This design comes from an exercise in tuning for small area on the open sky130 flow, not from production work.
In this exercise RTL edits were held to simulation tests only and were not proved equivalent to the original.
Power figures rest on the tool's default switching activity, not on a simulated workload.

==> flow/design.v <==
`timescale 1ns / 1ps
module apb_bit (
    input wire clk,
    input wire we,
    input wire web,
    input wire d,
    output reg q
);
    always @(posedge clk)
        q <= (q & web) | (d & we);
endmodule
module apb_aoi3 (
    input wire a0, input wire s0,
    input wire a1, input wire s1,
    input wire a2, input wire s2,
    output wire y
);
    assign y = ~((a0 & s0) | (a1 & s1) | (a2 & s2));
endmodule
module apb_nand2 (
    input wire a, input wire s,
    output wire y
);
    assign y = ~(a & s);
endmodule
module apb_nand6 (
    input wire [5:0] x,
    output wire y
);
    assign y = ~&x;
endmodule
module apb_slave (
    input wire PCLK,
    input wire PRESETn,
    input wire PSEL,
    input wire PENABLE,
    input wire PWRITE,
    input wire [31:0] PADDR,
    input wire [31:0] PWDATA,
    output wire [31:0] PRDATA,
    output reg PREADY
);
    reg [3:0] raddr;
    wire [15:0] we;
    wire [15:0] web;
    wire [15:0] sel;
    wire [31:0] q [0:15];
    always @(posedge PCLK or negedge PRESETn) begin
        if (~PRESETn)
            PREADY <= 0;
        else
            PREADY <= 1;
    end
    always @(posedge PCLK)
        raddr <= PADDR[3:0];
    wire wr = PSEL & PENABLE & PWRITE;
    genvar w, b;
    generate
        for (w = 0; w < 16; w = w + 1) begin : word
            assign we[w] = wr & (PADDR[3:0] == w);
            assign web[w] = ~we[w];
            assign sel[w] = (raddr == w);
            for (b = 0; b < 32; b = b + 1) begin : bits
                apb_bit u (.clk(PCLK), .we(we[w]), .web(web[w]), .d(PWDATA[b]), .q(q[w][b]));
            end
        end
        for (b = 0; b < 32; b = b + 1) begin : rd
            wire [5:0] x;
            apb_aoi3 g0 (.a0(q[0][b]),  .s0(sel[0]),  .a1(q[1][b]),  .s1(sel[1]),  .a2(q[2][b]),  .s2(sel[2]),  .y(x[0]));
            apb_aoi3 g1 (.a0(q[3][b]),  .s0(sel[3]),  .a1(q[4][b]),  .s1(sel[4]),  .a2(q[5][b]),  .s2(sel[5]),  .y(x[1]));
            apb_aoi3 g2 (.a0(q[6][b]),  .s0(sel[6]),  .a1(q[7][b]),  .s1(sel[7]),  .a2(q[8][b]),  .s2(sel[8]),  .y(x[2]));
            apb_aoi3 g3 (.a0(q[9][b]),  .s0(sel[9]),  .a1(q[10][b]), .s1(sel[10]), .a2(q[11][b]), .s2(sel[11]), .y(x[3]));
            apb_aoi3 g4 (.a0(q[12][b]), .s0(sel[12]), .a1(q[13][b]), .s1(sel[13]), .a2(q[14][b]), .s2(sel[14]), .y(x[4]));
            apb_nand2 g5 (.a(q[15][b]), .s(sel[15]), .y(x[5]));
            apb_nand6 g6 (.x(x), .y(PRDATA[b]));
        end
    endgenerate
endmodule
clock: 5.0 ns
lec_check: 0
cap_margin: 20
core_margin: 2
core_utilization: 40
cts_buf_list: sky130_fd_sc_hd__clkbuf_4
slew_margin: 20
synth_hierarchical: 1
synth_minimum_keep_size: 0
run.sh (not shown) runs the stock make flow with config.mk's settings and CLKGATE_MAP_FILE= SYNTH_SCRIPT=/design/flow/synth_recipe.tcl, a recipe that flattens the netlist after the stock synthesis.
Change:
==> flow/flow/run.sh (new file) <==
#!/bin/bash
# Own layout flow: the standard synthesis and layout, with
#  - port buffers of the smallest buffer cell (every port still gets one),
#  - clock tree of clkbuf_8 leaf clusters without dummy balancing loads.
# Each step's full output goes to a log of its own in this folder.
set -euo pipefail
bash standard.sh synth > synth.log 2>&1
CTS="-sink_clustering_enable -repair_clock_nets -dont_use_dummy_load -buf_list sky130_fd_sc_hd__clkbuf_8 -sink_clustering_size 20 -sink_clustering_max_diameter 50"
bash standard.sh \
  "BUFFER_PORTS_ARGS=-buffer_cell sky130_fd_sc_hd__buf_1" \
  "CTS_ARGS=$CTS" \
  finish > layout.log 2>&1
==> flow/standard.sh (new file) <==
#!/bin/bash
# synth_recipe.tcl (not shown) runs the flow's synth.tcl, then flattens the netlist and writes it again
# the make line also repeats each setting of config.mk as NAME=value (left out here)
make -C /OpenROAD-flow-scripts/flow DESIGN_CONFIG=/design/flow/config.mk WORK_HOME=/design/flow/orfs CLKGATE_MAP_FILE= SYNTH_SCRIPT=/design/flow/synth_recipe.tcl "${@:-finish}"
--- a/flow/config.mk
+++ b/flow/config.mk
@@ -10,3 +10,3 @@
 export CORE_UTILIZATION = 40
-export CTS_BUF_LIST = sky130_fd_sc_hd__clkbuf_4
+export GPL_TIMING_DRIVEN = 0
 export SLEW_MARGIN = 20
removed: flow/run.sh
After rerunning:
- non-clock buffer count came out higher by 42
- routed wire length decreases by 0.32%
- total power goes down by 17%
- global-route usage drops by 0.35 points
- area after synthesis stays the same
- utilization fell by 1.4 points
- critical path depth is unchanged
- clock skew does not change
- final area fell by 2.8%
- worst hold slack degrades by 0.062 ns
Change:
--- a/flow/config.mk
+++ b/flow/config.mk
@@ -9,4 +9,4 @@
 export CORE_MARGIN = 2
-export CORE_UTILIZATION = 40
-export GPL_TIMING_DRIVEN = 0
+export CORE_UTILIZATION = 65
+export PLACE_DENSITY = 0.75
 export SLEW_MARGIN = 20
What happened: The new run went through all stages and came out clean; worst hold slack gets better by 0.054 ns; count of clock-buffer cells in the layout went down by 5; first-iteration DRC count went up by 33%; maximum frequency went down by about 3.2%.
Change:
==> flow/run.sh (new file) <==
#!/bin/bash
# synth_recipe.tcl (not shown) runs the flow's synth.tcl, then flattens the netlist and writes it again
# the make line also repeats each setting of config.mk as NAME=value (left out here)
make -C /OpenROAD-flow-scripts/flow DESIGN_CONFIG=/design/flow/config.mk WORK_HOME=/design/flow/orfs CLKGATE_MAP_FILE= SYNTH_SCRIPT=/design/flow/synth_recipe.tcl finish
--- a/flow/config.mk
+++ b/flow/config.mk
@@ -9,4 +9,7 @@
 export CORE_MARGIN = 2
-export CORE_UTILIZATION = 65
-export PLACE_DENSITY = 0.75
+export CORE_UTILIZATION = 40
+export CTS_BUF_LIST = sky130_fd_sc_hd__clkbuf_8
+export CTS_CLUSTER_DIAMETER = 50
+export CTS_CLUSTER_SIZE = 20
+export GPL_TIMING_DRIVEN = 0
 export SLEW_MARGIN = 20
removed: flow/flow/run.sh
removed: flow/standard.sh
What happened: Non-clock buffer count came out higher by 49; wire length rose by a few percent; count of clock-buffer cells in the layout went up by 8; final area rises by roughly a tenth; maximum frequency fell by roughly a tenth; clock power climbs by well over a third; via count goes down slightly; cell count rose by about a fifth.
Change:
==> flow/flow/run.sh (new file) <==
#!/bin/bash
# Own layout flow: the standard synthesis and layout, with
#  - port buffers of the smallest buffer cell (every port still gets one),
#  - clock tree of clkbuf_8 leaf clusters without dummy balancing loads.
# Each step's full output goes to a log of its own in this folder.
set -euo pipefail
bash standard.sh synth > synth.log 2>&1
CTS="-sink_clustering_enable -repair_clock_nets -dont_use_dummy_load -buf_list sky130_fd_sc_hd__clkbuf_8 -sink_clustering_size 20 -sink_clustering_max_diameter 50"
bash standard.sh \
  "BUFFER_PORTS_ARGS=-buffer_cell sky130_fd_sc_hd__buf_1" \
  "CTS_ARGS=$CTS" \
  finish > layout.log 2>&1
==> flow/standard.sh (new file) <==
#!/bin/bash
# synth_recipe.tcl (not shown) runs the flow's synth.tcl, then flattens the netlist and writes it again
# the make line also repeats each setting of config.mk as NAME=value (left out here)
make -C /OpenROAD-flow-scripts/flow DESIGN_CONFIG=/design/flow/config.mk WORK_HOME=/design/flow/orfs CLKGATE_MAP_FILE= SYNTH_SCRIPT=/design/flow/synth_recipe.tcl "${@:-finish}"
--- a/flow/config.mk
+++ b/flow/config.mk
@@ -10,6 +10,2 @@
 export CORE_UTILIZATION = 40
-export CTS_BUF_LIST = sky130_fd_sc_hd__clkbuf_8
-export CTS_CLUSTER_DIAMETER = 50
-export CTS_CLUSTER_SIZE = 20
-export GPL_TIMING_DRIVEN = 0
 export SLEW_MARGIN = 20
removed: flow/run.sh
Effect:
- The changed run finished clean
- sequential cell count stays the same
- final cell count falls by 3.8%
- worst setup slack improves by 0.52 ns
- routed wire length falls by 0.47%
- synthesized area is unchanged

## afterwards: timing with drivers on the ports
No port has a modelled driver above. Below, the same layouts with a new extraction and two added sets of constraints. Step 1 (the two cells are an assumption about what drives the block):
set clk [get_ports {PCLK}]
set_driving_cell -lib_cell sky130_fd_sc_hd__clkbuf_16 $clk
set_driving_cell -lib_cell sky130_fd_sc_hd__buf_2 [delete_from_list [all_inputs] $clk]
Step 2 also shifts input and output timing later by t, the mid clock arrival at the registers, as if the neighbouring blocks saw the same clock. Three values: ideal, step 1, step 2; two values: the first two.
run	shift t [ns]	slack for setup (ns)	hold slack, ns	worst data-port slew with drivers (ns)	pins driven straight from the clock port
the first run	1.008	0.175 / 0.116 / 1.124	0.189 / 0.161 / 0.482	0.08	1
the second run	0.679	0.891 / 0.838 / 1.517	0.128 / 0.097 / 0.484	0.09	1
the third run	0.610	0.755 / 0.705 / 1.315	0.182 / 0.157 / 0.483	0.08	1
the fourth run	0.701	0.207 / 0.153 / 0.854	0.463 / 0.436 / 0.492	0.08	1
the fifth run	0.682	0.731 / 0.675 / 1.357	0.094 / 0.064 / 0.485	0.05	1
After both steps setup and hold are still met in every run listed.
